This design comes from an exercise in tuning for small area and a short achievable clock period on the open sky130 flow, not from production work. Power is estimated from default activity; no workload was simulated.

==> trial 74 <==
// maf_top
module maf_top (
    input         clk,
    input  [1:0]  func,
    input  [31:0] A,
    input  [31:0] B,
    input  [31:0] C,
    output [63:0] result
);
clock: 60.0 ns
lec_check: 0
cap_margin: 60
core_margin: 2
core_utilization: 55
cts_buf_list: sky130_fd_sc_hd__clkbuf_4 sky130_fd_sc_hd__clkbuf_8
place_density: 0.7
slew_margin: 60
synth_hierarchical: 1
standard.sh (not shown) runs the stock make flow with config.mk's settings and CLKGATE_MAP_FILE= SYNTH_SCRIPT=/design/flow/synth_recipe.tcl, a recipe that flattens the netlist after the stock synthesis.
==> flow/flow/run.sh <==
#!/bin/bash
# The standard layout, with the port buffers made of buf_2 cells instead of
# the default choice (a delay buffer). Every port still gets its buffer.
set -euo pipefail
bash standard.sh BUFFER_PORTS_ARGS="-buffer_cell sky130_fd_sc_hd__buf_2" finish > standard_flow.log 2>&1
==> inputs of build 76, as changes to trial 74 <==
--- a/flow/design.v
+++ b/flow/design.v
@@ -6,18 +6,19 @@
     input  [31:0] B,
     input  [31:0] C,
     output [63:0] result
 );
 wire f0 = func[0];
 wire en = func[0] | func[1];
 wire [31:0] M = {B[31:1] & {31{~f0}}, B[0] | f0};
 wire [33:0] ab = {2'b00, A};
-wire one0, two0, neg0;
-MAF_BENCZ e0 (.b1(ab[1]), .b0(ab[0]), .bm(1'b0), .one(one0), .two(two0), .neg(neg0));
+wire one0, two0;
+wire neg0 = ab[1];
+MAF_BENC e0 (.b1(ab[1]), .b0(ab[0]), .bm(1'b0), .one(one0), .two(two0));
 wire [32:0] pp0;
 assign pp0[0] = ((one0 & M[0]) | (two0 & 1'b0)) ^ neg0;
 assign pp0[1] = ((one0 & M[1]) | (two0 & M[0])) ^ neg0;
 assign pp0[2] = ((one0 & M[2]) | (two0 & M[1])) ^ neg0;
 assign pp0[3] = ((one0 & M[3]) | (two0 & M[2])) ^ neg0;
 assign pp0[4] = ((one0 & M[4]) | (two0 & M[3])) ^ neg0;
 assign pp0[5] = ((one0 & M[5]) | (two0 & M[4])) ^ neg0;
 assign pp0[6] = ((one0 & M[6]) | (two0 & M[5])) ^ neg0;
@@ -42,18 +43,19 @@
 assign pp0[25] = ((one0 & M[25]) | (two0 & M[24])) ^ neg0;
 assign pp0[26] = ((one0 & M[26]) | (two0 & M[25])) ^ neg0;
 assign pp0[27] = ((one0 & M[27]) | (two0 & M[26])) ^ neg0;
 assign pp0[28] = ((one0 & M[28]) | (two0 & M[27])) ^ neg0;
 assign pp0[29] = ((one0 & M[29]) | (two0 & M[28])) ^ neg0;
 assign pp0[30] = ((one0 & M[30]) | (two0 & M[29])) ^ neg0;
 assign pp0[31] = ((one0 & M[31]) | (two0 & M[30])) ^ neg0;
 assign pp0[32] = ((one0 & 1'b0) | (two0 & M[31])) ^ neg0;
-wire one1, two1, neg1;
-MAF_BENCZ e1 (.b1(ab[3]), .b0(ab[2]), .bm(ab[1]), .one(one1), .two(two1), .neg(neg1));
+wire one1, two1;
+wire neg1 = ab[3];
+MAF_BENC e1 (.b1(ab[3]), .b0(ab[2]), .bm(ab[1]), .one(one1), .two(two1));
 wire [32:0] pp1;
 assign pp1[0] = ((one1 & M[0]) | (two1 & 1'b0)) ^ neg1;
 assign pp1[1] = ((one1 & M[1]) | (two1 & M[0])) ^ neg1;
 assign pp1[2] = ((one1 & M[2]) | (two1 & M[1])) ^ neg1;
 assign pp1[3] = ((one1 & M[3]) | (two1 & M[2])) ^ neg1;
 assign pp1[4] = ((one1 & M[4]) | (two1 & M[3])) ^ neg1;
 assign pp1[5] = ((one1 & M[5]) | (two1 & M[4])) ^ neg1;
 assign pp1[6] = ((one1 & M[6]) | (two1 & M[5])) ^ neg1;
@@ -78,18 +80,19 @@
 assign pp1[25] = ((one1 & M[25]) | (two1 & M[24])) ^ neg1;
 assign pp1[26] = ((one1 & M[26]) | (two1 & M[25])) ^ neg1;
 assign pp1[27] = ((one1 & M[27]) | (two1 & M[26])) ^ neg1;
 assign pp1[28] = ((one1 & M[28]) | (two1 & M[27])) ^ neg1;
 assign pp1[29] = ((one1 & M[29]) | (two1 & M[28])) ^ neg1;
 assign pp1[30] = ((one1 & M[30]) | (two1 & M[29])) ^ neg1;
 assign pp1[31] = ((one1 & M[31]) | (two1 & M[30])) ^ neg1;
 assign pp1[32] = ((one1 & 1'b0) | (two1 & M[31])) ^ neg1;
-wire one2, two2, neg2;
-MAF_BENCZ e2 (.b1(ab[5]), .b0(ab[4]), .bm(ab[3]), .one(one2), .two(two2), .neg(neg2));
+wire one2, two2;
+wire neg2 = ab[5];
+MAF_BENC e2 (.b1(ab[5]), .b0(ab[4]), .bm(ab[3]), .one(one2), .two(two2));
 wire [32:0] pp2;
 assign pp2[0] = ((one2 & M[0]) | (two2 & 1'b0)) ^ neg2;
 assign pp2[1] = ((one2 & M[1]) | (two2 & M[0])) ^ neg2;
 assign pp2[2] = ((one2 & M[2]) | (two2 & M[1])) ^ neg2;
 assign pp2[3] = ((one2 & M[3]) | (two2 & M[2])) ^ neg2;
 assign pp2[4] = ((one2 & M[4]) | (two2 & M[3])) ^ neg2;
 assign pp2[5] = ((one2 & M[5]) | (two2 & M[4])) ^ neg2;
 assign pp2[6] = ((one2 & M[6]) | (two2 & M[5])) ^ neg2;
@@ -114,18 +117,19 @@
 assign pp2[25] = ((one2 & M[25]) | (two2 & M[24])) ^ neg2;
 assign pp2[26] = ((one2 & M[26]) | (two2 & M[25])) ^ neg2;
 assign pp2[27] = ((one2 & M[27]) | (two2 & M[26])) ^ neg2;
 assign pp2[28] = ((one2 & M[28]) | (two2 & M[27])) ^ neg2;
 assign pp2[29] = ((one2 & M[29]) | (two2 & M[28])) ^ neg2;
 assign pp2[30] = ((one2 & M[30]) | (two2 & M[29])) ^ neg2;
 assign pp2[31] = ((one2 & M[31]) | (two2 & M[30])) ^ neg2;
 assign pp2[32] = ((one2 & 1'b0) | (two2 & M[31])) ^ neg2;
-wire one3, two3, neg3;
-MAF_BENCZ e3 (.b1(ab[7]), .b0(ab[6]), .bm(ab[5]), .one(one3), .two(two3), .neg(neg3));
+wire one3, two3;
+wire neg3 = ab[7];
+MAF_BENC e3 (.b1(ab[7]), .b0(ab[6]), .bm(ab[5]), .one(one3), .two(two3));
 wire [32:0] pp3;
 assign pp3[0] = ((one3 & M[0]) | (two3 & 1'b0)) ^ neg3;
 assign pp3[1] = ((one3 & M[1]) | (two3 & M[0])) ^ neg3;
 assign pp3[2] = ((one3 & M[2]) | (two3 & M[1])) ^ neg3;
 assign pp3[3] = ((one3 & M[3]) | (two3 & M[2])) ^ neg3;
 assign pp3[4] = ((one3 & M[4]) | (two3 & M[3])) ^ neg3;
 assign pp3[5] = ((one3 & M[5]) | (two3 & M[4])) ^ neg3;
 assign pp3[6] = ((one3 & M[6]) | (two3 & M[5])) ^ neg3;
@@ -150,18 +154,19 @@
 assign pp3[25] = ((one3 & M[25]) | (two3 & M[24])) ^ neg3;
 assign pp3[26] = ((one3 & M[26]) | (two3 & M[25])) ^ neg3;
 assign pp3[27] = ((one3 & M[27]) | (two3 & M[26])) ^ neg3;
 assign pp3[28] = ((one3 & M[28]) | (two3 & M[27])) ^ neg3;
 assign pp3[29] = ((one3 & M[29]) | (two3 & M[28])) ^ neg3;
 assign pp3[30] = ((one3 & M[30]) | (two3 & M[29])) ^ neg3;
 assign pp3[31] = ((one3 & M[31]) | (two3 & M[30])) ^ neg3;
 assign pp3[32] = ((one3 & 1'b0) | (two3 & M[31])) ^ neg3;
-wire one4, two4, neg4;
-MAF_BENCZ e4 (.b1(ab[9]), .b0(ab[8]), .bm(ab[7]), .one(one4), .two(two4), .neg(neg4));
+wire one4, two4;
+wire neg4 = ab[9];
+MAF_BENC e4 (.b1(ab[9]), .b0(ab[8]), .bm(ab[7]), .one(one4), .two(two4));
 wire [32:0] pp4;
 assign pp4[0] = ((one4 & M[0]) | (two4 & 1'b0)) ^ neg4;
 assign pp4[1] = ((one4 & M[1]) | (two4 & M[0])) ^ neg4;
 assign pp4[2] = ((one4 & M[2]) | (two4 & M[1])) ^ neg4;
 assign pp4[3] = ((one4 & M[3]) | (two4 & M[2])) ^ neg4;
 assign pp4[4] = ((one4 & M[4]) | (two4 & M[3])) ^ neg4;
 assign pp4[5] = ((one4 & M[5]) | (two4 & M[4])) ^ neg4;
 assign pp4[6] = ((one4 & M[6]) | (two4 & M[5])) ^ neg4;
@@ -186,18 +191,19 @@
 assign pp4[25] = ((one4 & M[25]) | (two4 & M[24])) ^ neg4;
 assign pp4[26] = ((one4 & M[26]) | (two4 & M[25])) ^ neg4;
 assign pp4[27] = ((one4 & M[27]) | (two4 & M[26])) ^ neg4;
 assign pp4[28] = ((one4 & M[28]) | (two4 & M[27])) ^ neg4;
 assign pp4[29] = ((one4 & M[29]) | (two4 & M[28])) ^ neg4;
 assign pp4[30] = ((one4 & M[30]) | (two4 & M[29])) ^ neg4;
 assign pp4[31] = ((one4 & M[31]) | (two4 & M[30])) ^ neg4;
 assign pp4[32] = ((one4 & 1'b0) | (two4 & M[31])) ^ neg4;
-wire one5, two5, neg5;
-MAF_BENCZ e5 (.b1(ab[11]), .b0(ab[10]), .bm(ab[9]), .one(one5), .two(two5), .neg(neg5));
+wire one5, two5;
+wire neg5 = ab[11];
+MAF_BENC e5 (.b1(ab[11]), .b0(ab[10]), .bm(ab[9]), .one(one5), .two(two5));
 wire [32:0] pp5;
 assign pp5[0] = ((one5 & M[0]) | (two5 & 1'b0)) ^ neg5;
 assign pp5[1] = ((one5 & M[1]) | (two5 & M[0])) ^ neg5;
 assign pp5[2] = ((one5 & M[2]) | (two5 & M[1])) ^ neg5;
 assign pp5[3] = ((one5 & M[3]) | (two5 & M[2])) ^ neg5;
 assign pp5[4] = ((one5 & M[4]) | (two5 & M[3])) ^ neg5;
 assign pp5[5] = ((one5 & M[5]) | (two5 & M[4])) ^ neg5;
 assign pp5[6] = ((one5 & M[6]) | (two5 & M[5])) ^ neg5;
@@ -222,18 +228,19 @@
 assign pp5[25] = ((one5 & M[25]) | (two5 & M[24])) ^ neg5;
 assign pp5[26] = ((one5 & M[26]) | (two5 & M[25])) ^ neg5;
 assign pp5[27] = ((one5 & M[27]) | (two5 & M[26])) ^ neg5;
 assign pp5[28] = ((one5 & M[28]) | (two5 & M[27])) ^ neg5;
 assign pp5[29] = ((one5 & M[29]) | (two5 & M[28])) ^ neg5;
 assign pp5[30] = ((one5 & M[30]) | (two5 & M[29])) ^ neg5;
 assign pp5[31] = ((one5 & M[31]) | (two5 & M[30])) ^ neg5;
 assign pp5[32] = ((one5 & 1'b0) | (two5 & M[31])) ^ neg5;
-wire one6, two6, neg6;
-MAF_BENCZ e6 (.b1(ab[13]), .b0(ab[12]), .bm(ab[11]), .one(one6), .two(two6), .neg(neg6));
+wire one6, two6;
+wire neg6 = ab[13];
+MAF_BENC e6 (.b1(ab[13]), .b0(ab[12]), .bm(ab[11]), .one(one6), .two(two6));
 wire [32:0] pp6;
 assign pp6[0] = ((one6 & M[0]) | (two6 & 1'b0)) ^ neg6;
 assign pp6[1] = ((one6 & M[1]) | (two6 & M[0])) ^ neg6;
 assign pp6[2] = ((one6 & M[2]) | (two6 & M[1])) ^ neg6;
 assign pp6[3] = ((one6 & M[3]) | (two6 & M[2])) ^ neg6;
 assign pp6[4] = ((one6 & M[4]) | (two6 & M[3])) ^ neg6;
 assign pp6[5] = ((one6 & M[5]) | (two6 & M[4])) ^ neg6;
 assign pp6[6] = ((one6 & M[6]) | (two6 & M[5])) ^ neg6;
@@ -258,18 +265,19 @@
 assign pp6[25] = ((one6 & M[25]) | (two6 & M[24])) ^ neg6;
 assign pp6[26] = ((one6 & M[26]) | (two6 & M[25])) ^ neg6;
 assign pp6[27] = ((one6 & M[27]) | (two6 & M[26])) ^ neg6;
 assign pp6[28] = ((one6 & M[28]) | (two6 & M[27])) ^ neg6;
 assign pp6[29] = ((one6 & M[29]) | (two6 & M[28])) ^ neg6;
 assign pp6[30] = ((one6 & M[30]) | (two6 & M[29])) ^ neg6;
 assign pp6[31] = ((one6 & M[31]) | (two6 & M[30])) ^ neg6;
 assign pp6[32] = ((one6 & 1'b0) | (two6 & M[31])) ^ neg6;
-wire one7, two7, neg7;
-MAF_BENCZ e7 (.b1(ab[15]), .b0(ab[14]), .bm(ab[13]), .one(one7), .two(two7), .neg(neg7));
+wire one7, two7;
+wire neg7 = ab[15];
+MAF_BENC e7 (.b1(ab[15]), .b0(ab[14]), .bm(ab[13]), .one(one7), .two(two7));
 wire [32:0] pp7;
 assign pp7[0] = ((one7 & M[0]) | (two7 & 1'b0)) ^ neg7;
 assign pp7[1] = ((one7 & M[1]) | (two7 & M[0])) ^ neg7;
 assign pp7[2] = ((one7 & M[2]) | (two7 & M[1])) ^ neg7;
 assign pp7[3] = ((one7 & M[3]) | (two7 & M[2])) ^ neg7;
 assign pp7[4] = ((one7 & M[4]) | (two7 & M[3])) ^ neg7;
 assign pp7[5] = ((one7 & M[5]) | (two7 & M[4])) ^ neg7;
 assign pp7[6] = ((one7 & M[6]) | (two7 & M[5])) ^ neg7;
@@ -294,18 +302,19 @@
 assign pp7[25] = ((one7 & M[25]) | (two7 & M[24])) ^ neg7;
 assign pp7[26] = ((one7 & M[26]) | (two7 & M[25])) ^ neg7;
 assign pp7[27] = ((one7 & M[27]) | (two7 & M[26])) ^ neg7;
 assign pp7[28] = ((one7 & M[28]) | (two7 & M[27])) ^ neg7;
 assign pp7[29] = ((one7 & M[29]) | (two7 & M[28])) ^ neg7;
 assign pp7[30] = ((one7 & M[30]) | (two7 & M[29])) ^ neg7;
 assign pp7[31] = ((one7 & M[31]) | (two7 & M[30])) ^ neg7;
 assign pp7[32] = ((one7 & 1'b0) | (two7 & M[31])) ^ neg7;
-wire one8, two8, neg8;
-MAF_BENCZ e8 (.b1(ab[17]), .b0(ab[16]), .bm(ab[15]), .one(one8), .two(two8), .neg(neg8));
+wire one8, two8;
+wire neg8 = ab[17];
+MAF_BENC e8 (.b1(ab[17]), .b0(ab[16]), .bm(ab[15]), .one(one8), .two(two8));
 wire [32:0] pp8;
 assign pp8[0] = ((one8 & M[0]) | (two8 & 1'b0)) ^ neg8;
 assign pp8[1] = ((one8 & M[1]) | (two8 & M[0])) ^ neg8;
 assign pp8[2] = ((one8 & M[2]) | (two8 & M[1])) ^ neg8;
 assign pp8[3] = ((one8 & M[3]) | (two8 & M[2])) ^ neg8;
 assign pp8[4] = ((one8 & M[4]) | (two8 & M[3])) ^ neg8;
 assign pp8[5] = ((one8 & M[5]) | (two8 & M[4])) ^ neg8;
 assign pp8[6] = ((one8 & M[6]) | (two8 & M[5])) ^ neg8;
@@ -330,18 +339,19 @@
 assign pp8[25] = ((one8 & M[25]) | (two8 & M[24])) ^ neg8;
 assign pp8[26] = ((one8 & M[26]) | (two8 & M[25])) ^ neg8;
 assign pp8[27] = ((one8 & M[27]) | (two8 & M[26])) ^ neg8;
 assign pp8[28] = ((one8 & M[28]) | (two8 & M[27])) ^ neg8;
 assign pp8[29] = ((one8 & M[29]) | (two8 & M[28])) ^ neg8;
 assign pp8[30] = ((one8 & M[30]) | (two8 & M[29])) ^ neg8;
 assign pp8[31] = ((one8 & M[31]) | (two8 & M[30])) ^ neg8;
 assign pp8[32] = ((one8 & 1'b0) | (two8 & M[31])) ^ neg8;
-wire one9, two9, neg9;
-MAF_BENCZ e9 (.b1(ab[19]), .b0(ab[18]), .bm(ab[17]), .one(one9), .two(two9), .neg(neg9));
+wire one9, two9;
+wire neg9 = ab[19];
+MAF_BENC e9 (.b1(ab[19]), .b0(ab[18]), .bm(ab[17]), .one(one9), .two(two9));
 wire [32:0] pp9;
 assign pp9[0] = ((one9 & M[0]) | (two9 & 1'b0)) ^ neg9;
 assign pp9[1] = ((one9 & M[1]) | (two9 & M[0])) ^ neg9;
 assign pp9[2] = ((one9 & M[2]) | (two9 & M[1])) ^ neg9;
 assign pp9[3] = ((one9 & M[3]) | (two9 & M[2])) ^ neg9;
 assign pp9[4] = ((one9 & M[4]) | (two9 & M[3])) ^ neg9;
 assign pp9[5] = ((one9 & M[5]) | (two9 & M[4])) ^ neg9;
 assign pp9[6] = ((one9 & M[6]) | (two9 & M[5])) ^ neg9;
@@ -366,18 +376,19 @@
 assign pp9[25] = ((one9 & M[25]) | (two9 & M[24])) ^ neg9;
 assign pp9[26] = ((one9 & M[26]) | (two9 & M[25])) ^ neg9;
 assign pp9[27] = ((one9 & M[27]) | (two9 & M[26])) ^ neg9;
 assign pp9[28] = ((one9 & M[28]) | (two9 & M[27])) ^ neg9;
 assign pp9[29] = ((one9 & M[29]) | (two9 & M[28])) ^ neg9;
 assign pp9[30] = ((one9 & M[30]) | (two9 & M[29])) ^ neg9;
 assign pp9[31] = ((one9 & M[31]) | (two9 & M[30])) ^ neg9;
 assign pp9[32] = ((one9 & 1'b0) | (two9 & M[31])) ^ neg9;
-wire one10, two10, neg10;
-MAF_BENCZ e10 (.b1(ab[21]), .b0(ab[20]), .bm(ab[19]), .one(one10), .two(two10), .neg(neg10));
+wire one10, two10;
+wire neg10 = ab[21];
+MAF_BENC e10 (.b1(ab[21]), .b0(ab[20]), .bm(ab[19]), .one(one10), .two(two10));
 wire [32:0] pp10;
 assign pp10[0] = ((one10 & M[0]) | (two10 & 1'b0)) ^ neg10;
 assign pp10[1] = ((one10 & M[1]) | (two10 & M[0])) ^ neg10;
 assign pp10[2] = ((one10 & M[2]) | (two10 & M[1])) ^ neg10;
 assign pp10[3] = ((one10 & M[3]) | (two10 & M[2])) ^ neg10;
 assign pp10[4] = ((one10 & M[4]) | (two10 & M[3])) ^ neg10;
 assign pp10[5] = ((one10 & M[5]) | (two10 & M[4])) ^ neg10;
 assign pp10[6] = ((one10 & M[6]) | (two10 & M[5])) ^ neg10;
@@ -402,18 +413,19 @@
 assign pp10[25] = ((one10 & M[25]) | (two10 & M[24])) ^ neg10;
 assign pp10[26] = ((one10 & M[26]) | (two10 & M[25])) ^ neg10;
 assign pp10[27] = ((one10 & M[27]) | (two10 & M[26])) ^ neg10;
 assign pp10[28] = ((one10 & M[28]) | (two10 & M[27])) ^ neg10;
 assign pp10[29] = ((one10 & M[29]) | (two10 & M[28])) ^ neg10;
 assign pp10[30] = ((one10 & M[30]) | (two10 & M[29])) ^ neg10;
 assign pp10[31] = ((one10 & M[31]) | (two10 & M[30])) ^ neg10;
 assign pp10[32] = ((one10 & 1'b0) | (two10 & M[31])) ^ neg10;
-wire one11, two11, neg11;
-MAF_BENCZ e11 (.b1(ab[23]), .b0(ab[22]), .bm(ab[21]), .one(one11), .two(two11), .neg(neg11));
+wire one11, two11;
+wire neg11 = ab[23];
+MAF_BENC e11 (.b1(ab[23]), .b0(ab[22]), .bm(ab[21]), .one(one11), .two(two11));
 wire [32:0] pp11;
 assign pp11[0] = ((one11 & M[0]) | (two11 & 1'b0)) ^ neg11;
 assign pp11[1] = ((one11 & M[1]) | (two11 & M[0])) ^ neg11;
 assign pp11[2] = ((one11 & M[2]) | (two11 & M[1])) ^ neg11;
 assign pp11[3] = ((one11 & M[3]) | (two11 & M[2])) ^ neg11;
 assign pp11[4] = ((one11 & M[4]) | (two11 & M[3])) ^ neg11;
 assign pp11[5] = ((one11 & M[5]) | (two11 & M[4])) ^ neg11;
 assign pp11[6] = ((one11 & M[6]) | (two11 & M[5])) ^ neg11;
@@ -438,18 +450,19 @@
 assign pp11[25] = ((one11 & M[25]) | (two11 & M[24])) ^ neg11;
 assign pp11[26] = ((one11 & M[26]) | (two11 & M[25])) ^ neg11;
 assign pp11[27] = ((one11 & M[27]) | (two11 & M[26])) ^ neg11;
 assign pp11[28] = ((one11 & M[28]) | (two11 & M[27])) ^ neg11;
 assign pp11[29] = ((one11 & M[29]) | (two11 & M[28])) ^ neg11;
 assign pp11[30] = ((one11 & M[30]) | (two11 & M[29])) ^ neg11;
 assign pp11[31] = ((one11 & M[31]) | (two11 & M[30])) ^ neg11;
 assign pp11[32] = ((one11 & 1'b0) | (two11 & M[31])) ^ neg11;
-wire one12, two12, neg12;
-MAF_BENCZ e12 (.b1(ab[25]), .b0(ab[24]), .bm(ab[23]), .one(one12), .two(two12), .neg(neg12));
+wire one12, two12;
+wire neg12 = ab[25];
+MAF_BENC e12 (.b1(ab[25]), .b0(ab[24]), .bm(ab[23]), .one(one12), .two(two12));
 wire [32:0] pp12;
 assign pp12[0] = ((one12 & M[0]) | (two12 & 1'b0)) ^ neg12;
 assign pp12[1] = ((one12 & M[1]) | (two12 & M[0])) ^ neg12;
 assign pp12[2] = ((one12 & M[2]) | (two12 & M[1])) ^ neg12;
 assign pp12[3] = ((one12 & M[3]) | (two12 & M[2])) ^ neg12;
 assign pp12[4] = ((one12 & M[4]) | (two12 & M[3])) ^ neg12;
 assign pp12[5] = ((one12 & M[5]) | (two12 & M[4])) ^ neg12;
 assign pp12[6] = ((one12 & M[6]) | (two12 & M[5])) ^ neg12;
@@ -474,18 +487,19 @@
 assign pp12[25] = ((one12 & M[25]) | (two12 & M[24])) ^ neg12;
 assign pp12[26] = ((one12 & M[26]) | (two12 & M[25])) ^ neg12;
 assign pp12[27] = ((one12 & M[27]) | (two12 & M[26])) ^ neg12;
 assign pp12[28] = ((one12 & M[28]) | (two12 & M[27])) ^ neg12;
 assign pp12[29] = ((one12 & M[29]) | (two12 & M[28])) ^ neg12;
 assign pp12[30] = ((one12 & M[30]) | (two12 & M[29])) ^ neg12;
 assign pp12[31] = ((one12 & M[31]) | (two12 & M[30])) ^ neg12;
 assign pp12[32] = ((one12 & 1'b0) | (two12 & M[31])) ^ neg12;
-wire one13, two13, neg13;
-MAF_BENCZ e13 (.b1(ab[27]), .b0(ab[26]), .bm(ab[25]), .one(one13), .two(two13), .neg(neg13));
+wire one13, two13;
+wire neg13 = ab[27];
+MAF_BENC e13 (.b1(ab[27]), .b0(ab[26]), .bm(ab[25]), .one(one13), .two(two13));
 wire [32:0] pp13;
 assign pp13[0] = ((one13 & M[0]) | (two13 & 1'b0)) ^ neg13;
 assign pp13[1] = ((one13 & M[1]) | (two13 & M[0])) ^ neg13;
 assign pp13[2] = ((one13 & M[2]) | (two13 & M[1])) ^ neg13;
 assign pp13[3] = ((one13 & M[3]) | (two13 & M[2])) ^ neg13;
 assign pp13[4] = ((one13 & M[4]) | (two13 & M[3])) ^ neg13;
 assign pp13[5] = ((one13 & M[5]) | (two13 & M[4])) ^ neg13;
 assign pp13[6] = ((one13 & M[6]) | (two13 & M[5])) ^ neg13;
@@ -510,18 +524,19 @@
 assign pp13[25] = ((one13 & M[25]) | (two13 & M[24])) ^ neg13;
 assign pp13[26] = ((one13 & M[26]) | (two13 & M[25])) ^ neg13;
 assign pp13[27] = ((one13 & M[27]) | (two13 & M[26])) ^ neg13;
 assign pp13[28] = ((one13 & M[28]) | (two13 & M[27])) ^ neg13;
 assign pp13[29] = ((one13 & M[29]) | (two13 & M[28])) ^ neg13;
 assign pp13[30] = ((one13 & M[30]) | (two13 & M[29])) ^ neg13;
 assign pp13[31] = ((one13 & M[31]) | (two13 & M[30])) ^ neg13;
 assign pp13[32] = ((one13 & 1'b0) | (two13 & M[31])) ^ neg13;
-wire one14, two14, neg14;
-MAF_BENCZ e14 (.b1(ab[29]), .b0(ab[28]), .bm(ab[27]), .one(one14), .two(two14), .neg(neg14));
+wire one14, two14;
+wire neg14 = ab[29];
+MAF_BENC e14 (.b1(ab[29]), .b0(ab[28]), .bm(ab[27]), .one(one14), .two(two14));
 wire [32:0] pp14;
 assign pp14[0] = ((one14 & M[0]) | (two14 & 1'b0)) ^ neg14;
 assign pp14[1] = ((one14 & M[1]) | (two14 & M[0])) ^ neg14;
 assign pp14[2] = ((one14 & M[2]) | (two14 & M[1])) ^ neg14;
 assign pp14[3] = ((one14 & M[3]) | (two14 & M[2])) ^ neg14;
 assign pp14[4] = ((one14 & M[4]) | (two14 & M[3])) ^ neg14;
 assign pp14[5] = ((one14 & M[5]) | (two14 & M[4])) ^ neg14;
 assign pp14[6] = ((one14 & M[6]) | (two14 & M[5])) ^ neg14;
@@ -546,18 +561,19 @@
 assign pp14[25] = ((one14 & M[25]) | (two14 & M[24])) ^ neg14;
 assign pp14[26] = ((one14 & M[26]) | (two14 & M[25])) ^ neg14;
 assign pp14[27] = ((one14 & M[27]) | (two14 & M[26])) ^ neg14;
 assign pp14[28] = ((one14 & M[28]) | (two14 & M[27])) ^ neg14;
 assign pp14[29] = ((one14 & M[29]) | (two14 & M[28])) ^ neg14;
 assign pp14[30] = ((one14 & M[30]) | (two14 & M[29])) ^ neg14;
 assign pp14[31] = ((one14 & M[31]) | (two14 & M[30])) ^ neg14;
 assign pp14[32] = ((one14 & 1'b0) | (two14 & M[31])) ^ neg14;
-wire one15, two15, neg15;
-MAF_BENCZ e15 (.b1(ab[31]), .b0(ab[30]), .bm(ab[29]), .one(one15), .two(two15), .neg(neg15));
+wire one15, two15;
+wire neg15 = ab[31];
+MAF_BENC e15 (.b1(ab[31]), .b0(ab[30]), .bm(ab[29]), .one(one15), .two(two15));
 wire [32:0] pp15;
 assign pp15[0] = ((one15 & M[0]) | (two15 & 1'b0)) ^ neg15;
 assign pp15[1] = ((one15 & M[1]) | (two15 & M[0])) ^ neg15;
 assign pp15[2] = ((one15 & M[2]) | (two15 & M[1])) ^ neg15;
 assign pp15[3] = ((one15 & M[3]) | (two15 & M[2])) ^ neg15;
 assign pp15[4] = ((one15 & M[4]) | (two15 & M[3])) ^ neg15;
 assign pp15[5] = ((one15 & M[5]) | (two15 & M[4])) ^ neg15;
 assign pp15[6] = ((one15 & M[6]) | (two15 & M[5])) ^ neg15;
@@ -2358,21 +2374,16 @@
 module MAF_FA (input a, b, c, output s, co);
 assign s = a ^ b ^ c;
 assign co = (a & b) | (a & c) | (b & c);
 endmodule
 module MAF_BENC (input b1, b0, bm, output one, two);
 assign one = b0 ^ bm;
 assign two = (b1 & ~b0 & ~bm) | (~b1 & b0 & bm);
 endmodule
-module MAF_BENCZ (input b1, b0, bm, output one, two, neg);
-assign one = b0 ^ bm;
-assign two = (b1 & ~b0 & ~bm) | (~b1 & b0 & bm);
-assign neg = b1 & ~(b0 & bm);
-endmodule
 module MAF_HA (input a, b, output s, co);
 assign s = a ^ b;
 assign co = a & b;
 endmodule
 `timescale 1ns/1ps
 module maf_top (
     input         clk,
     input  [1:0]  func,
==> comparison table <==
Combinational group share of total power: build 76 82.9%; trial 74 84.1%
Headroom to the max-slew limit: build 76 58.14%; trial 74 56.59%
Synthesized instance count: build 76 2,557; trial 74 2,570
Sequential fraction of total cell area: build 76 8.555%; trial 74 8.579%
Req. time, crit path: build 76 60.44 ns; trial 74 48.00 ns
Sequential fraction of design power: build 76 11.0%; trial 74 10.8%
Worst Setup Start Kind: build 76 primary input; trial 74 flip-flop
Endpoint of the worst setup timing path: build 76 DP.ry34; trial 74 result[63]
Count of placed standard cells including taps: build 76 3,121; trial 74 3,130
Placeable Area: build 76 47,650 um2; trial 74 47,850 um2
Final worst setup slack: build 76 43.54 ns; trial 74 43.70 ns
Half-perimeter wire length after placement: build 76 59.72 mm; trial 74 60.11 mm
Basic-gate share of the synthesized area counting and, or, nand and nor cells: build 76 5.139%; trial 74 5.478%
Synthesized-area fraction occupied by xor and xnor cells: build 76 19.39%; trial 74 18.75%
Met1 wire length: build 76 30.58 mm; trial 74 31.11 mm
Area added between synthesis and finish: build 76 7.673%; trial 74 6.726%
Global-route wire length before repair: build 76 136.7 mm; trial 74 139.1 mm
Die H: build 76 223.6 um; trial 74 224.2 um
Status: build 76 no timing/DRC/antenna violations; trial 74 no timing/DRC/antenna violations
No functional check of the RTL was part of any run of this note.

## port drivers added, routing unchanged
The flow's constraints put no driver on any port. The routed layouts listed below were extracted and timed again, unchanged, in two steps. Step 1 assumes that a clkbuf_16 drives the clock port and a buf_2 every other input. Step 2 also shifts input and output timing later by t, the mid clock arrival at the registers, as if the neighbouring blocks saw the same clock. a / b / c = no drivers / after step 1 / after step 2; a / b = the first two.
run | shift t [ns] | setup WS [ns] | worst hold slack (ns) | latest minus earliest clock arrival (ns)
trial 74 | 0.620 | 43.699 / 43.645 / 43.574 | 11.952 / 11.924 / 12.422 | 0.014 / 0.014
build 76 | 0.619 | 43.541 / 43.571 / 42.952 | 11.956 / 11.923 / 12.420 | 0.015 / 0.015
After both steps setup and hold are still met in every run listed. For build 76, which loses most, drivers alone change the setup slack by +0.030 ns; drivers and shift together by -0.589 ns.
